From an optimization exercise on the open Yosys and OpenROAD flow, aimed at small area and a short achievable clock period; shortcuts taken in it are not production practice. Only simulation tests tie the RTL to the original design; equivalence was not proved.

run 1:
## half_sigmoid
module half_sigmoid(
input rstn,
input clk,
input in_valid,
input [15:0] a,
output out_valid,
output [15:0] c
);
Size: roughly 4,600 cells after synthesis, about 30,000 µm² of cells after synthesis.
Settings: LEC_CHECK=0, ABC_AREA=1, CAP_MARGIN=20, CORE_MARGIN=2, CORE_UTILIZATION=40, GPL_TIMING_DRIVEN=0, SETUP_SLACK_MARGIN=5, SLEW_MARGIN=20; clock period 9.5 ns.
standard.sh (not shown) runs the stock make flow with config.mk's settings and CLKGATE_MAP_FILE= SYNTH_SCRIPT=/design/flow/synth_recipe.tcl, a recipe that flattens the netlist after the stock synthesis.
==> flow/flow/run.sh <==
#!/bin/bash
# Standard ORFS layout, except that after the standard synthesis the
# combinational logic between the registers is re-mapped by ABC for area
# (flip-flops, their names and cell types are kept as synthesis made them).
set -euo pipefail
RES=$PWD/orfs/results/$FLOW_PLATFORM/half_sigmoid/base
YOSYS=$FLOW_HOME/../tools/install/yosys/bin/yosys
bash standard.sh synth > synth.log 2>&1
cp $RES/1_2_yosys.v $RES/1_2_yosys_std.v
LIB=$FLOW_HOME/platforms/$FLOW_PLATFORM/lib/sky130_fd_sc_hd__tt_025C_1v80.lib \
IN=$RES/1_2_yosys_std.v OUT=$RES/1_2_yosys.v TOP=$FLOW_TOP \
  $YOSYS -c flow/remap.tcl > remap.log 2>&1
bash standard.sh finish BUFFER_PORTS_ARGS="-buffer_cell sky130_fd_sc_hd__buf_4" > standard.log 2>&1
==> flow/flow/remap.tcl <==
yosys -import
set lib $::env(LIB)
set dont {}
foreach c {probe_p_8 probec_p_8} { lappend dont -dont_use sky130_fd_sc_hd__$c }
lappend dont -dont_use {sky130_fd_sc_hd__lpflow_*} -dont_use {sky130_fd_sc_hd__fill_*}
read_liberty -ignore_miss_func $lib
read_verilog $::env(IN)
hierarchy -top $::env(TOP)
set seq {}
foreach m [split [string trim [tee -q -s result.string select -list-mod =A:liberty_cell]] "\n"] { }
# keep flip-flops and tie cells as cells
foreach c [split [exec grep -o {sky130_fd_sc_hd__\(df\|conb\|dl\|sdf\|ed\)[a-z0-9_]*} $::env(IN) | sort -u] "\n"] {
  if {$c ne ""} { setattr -mod -set keep_hierarchy 1 $c; lappend seq $c }
}
flatten
opt_clean
abc -liberty $lib {*}$dont -script "+strash;dch,-f;map,-D,2000;topo;buffer;upsize;dnsize"
opt_clean -purge
foreach c $seq { blackbox $c }
hierarchy -top $::env(TOP)
hilomap -singleton -hicell sky130_fd_sc_hd__conb_1 HI -locell sky130_fd_sc_hd__conb_1 LO
splitnets
opt_clean -purge
tee -o $::env(OUT).stat stat -liberty $lib
write_verilog -noattr -noexpr -nohex -nodec $::env(OUT)
Modified inputs, run 2 compared to run 1
-- flow/flow/remap.tcl --
<<< run 1, line 17
abc -liberty $lib {*}$dont -script "+strash;dch,-f;map,-D,2000;topo;buffer;upsize;dnsize"
>>> run 2, line 17
abc -liberty $lib {*}$dont -script "+strash;dch,-f;map,-D,2500;topo;buffer;upsize;dnsize"
Notes after the runs:
Summary of run 2 over run 1: arrival time of data at the critical path endpoint picked up an extra 0.07 ns, vertical die dimension lost 3.8%, multi-input gate share of the layout cell area lost 2.7 points.
Inputs modified between run 2 and run 3:
==> flow/flow/abc.constr (new file) <==
set_driving_cell sky130_fd_sc_hd__buf_1
set_load 5
-- flow/flow/remap.tcl --
<<< run 2, line 17
abc -liberty $lib {*}$dont -script "+strash;dch,-f;map,-D,2500;topo;buffer;upsize;dnsize"
>>> run 3, line 17
abc -liberty $lib {*}$dont -script "+strash;dch,-f;map,-D,2500;topo;buffer;upsize;dnsize" -constr flow/abc.constr
--- outcome ---
- Global-route wire length before repair was higher in run 3 than in run 2.
- On fraction of area in clock buffers and inverters, run 3 and run 2 are basically level.
- Compared with run 2, in run 3 total global routing track utilization climbed 0.73 points; non-clock buffer count now larger; hold slack has increased; global routing met2 resource utilization went up 1.5 points.
- Run 2 → run 3: post-route fraction of the period consumed by the critical path closely matched the old numbers; worst endpoint required time decreased by 0.02 ns relative to the old numbers; worst setup slack increased by 0.012 ns relative to the old numbers.
The inputs of run 4 differ from those of run 3 as listed below.
-- flow/flow/run.sh --
<<< run 3, line 13
bash standard.sh finish BUFFER_PORTS_ARGS="-buffer_cell sky130_fd_sc_hd__buf_4" > standard.log 2>&1
>>> run 4, line 13
bash standard.sh finish BUFFER_PORTS_ARGS="-buffer_cell sky130_fd_sc_hd__buf_4" SETUP_SLACK_MARGIN=5.7 > standard.log 2>&1
-- flow/flow/remap.tcl --
<<< run 3, line 17
abc -liberty $lib {*}$dont -script "+strash;dch,-f;map,-D,2500;topo;buffer;upsize;dnsize" -constr flow/abc.constr
>>> run 4, line 17
abc -liberty $lib {*}$dont -script "+strash;dch,-f;map,-D,2500;topo;buffer;upsize;dnsize"
removed: flow/flow/abc.constr
Findings:
Having completed the whole flow, run 4 delivered a layout that passed the timing, design-rule and antenna checks. In run 4 the global-route track usage on met2 turned out 1.4 points lower than in run 3. Run 4 — area added between synthesis and finish 7.6 points higher, run 3 as reference. [compare] base=run 3 new=run 4: first-pass GRT wire length fell about 2%; worst-case setup margin in the final layout went up 0.63 ns; total via count after detailed routing +1.6%. Sum of met3 wire segment lengths after detailed routing in run 4 is 1.1% higher than in run 3. Going from run 3 to run 4, number of non-clock buffers grew by more than half. Run 4 vs run 3, routed length per placed instance went down by about 0.5%.
## Diff of input files: run 5 against run 4
-- flow/flow/run.sh --
<<< run 4, line 13
bash standard.sh finish BUFFER_PORTS_ARGS="-buffer_cell sky130_fd_sc_hd__buf_4" SETUP_SLACK_MARGIN=5.7 > standard.log 2>&1
>>> run 5, line 13
bash standard.sh > standard.log 2>&1
-- flow/config.mk --
<<< run 4, line 12
export GPL_TIMING_DRIVEN = 0
>>> run 5, line 12
Findings:
On total area of sequential cells, the higher figure sits with run 4, not run 5. Layout-stage area growth over the synthesis result (lower): run 5. The clock buffer and inverter area fraction after layout reported for run 5 is greater than that of run 4 by 0.34 points. Run 4 has lower peak per-stage delay on the critical path than run 5.

==> port drivers added, routing unchanged <==
The flow's constraints put no driver on any port. The routed layouts listed below were extracted and timed again, unchanged, in two steps. Step 1 sets driving cells, clkbuf_16 on the clock port and buf_2 on the other inputs (assumed; they add their load-dependent delay and slew). Step 2, shift: input delay + t, output delay - t, t = (earliest + latest rising clock arrival at the registers) / 2. This alone moves slack from input paths to output paths. a / b / c = ideal / step 1 / step 2; a / b = the first two.
run	t, ns	slack for setup (ns)	worst setup path at the end	slew at the worst register clock pin (ns)	cell pins on the clock port's net
run 1	0.661	5.268 / 5.268 / 5.268	register to register	0.07 / 0.07	1
run 2	0.649	5.187 / 5.187 / 5.187	register to register	0.06 / 0.06	1
run 3	0.653	5.199 / 5.199 / 5.199	register to register	0.07 / 0.07	1
run 4	0.649	5.830 / 5.830 / 5.830	register to register	0.06 / 0.06	1
run 5	0.642	5.245 / 5.245 / 5.245	register to register	0.07 / 0.07	1
After both steps every run listed still meets setup and hold.
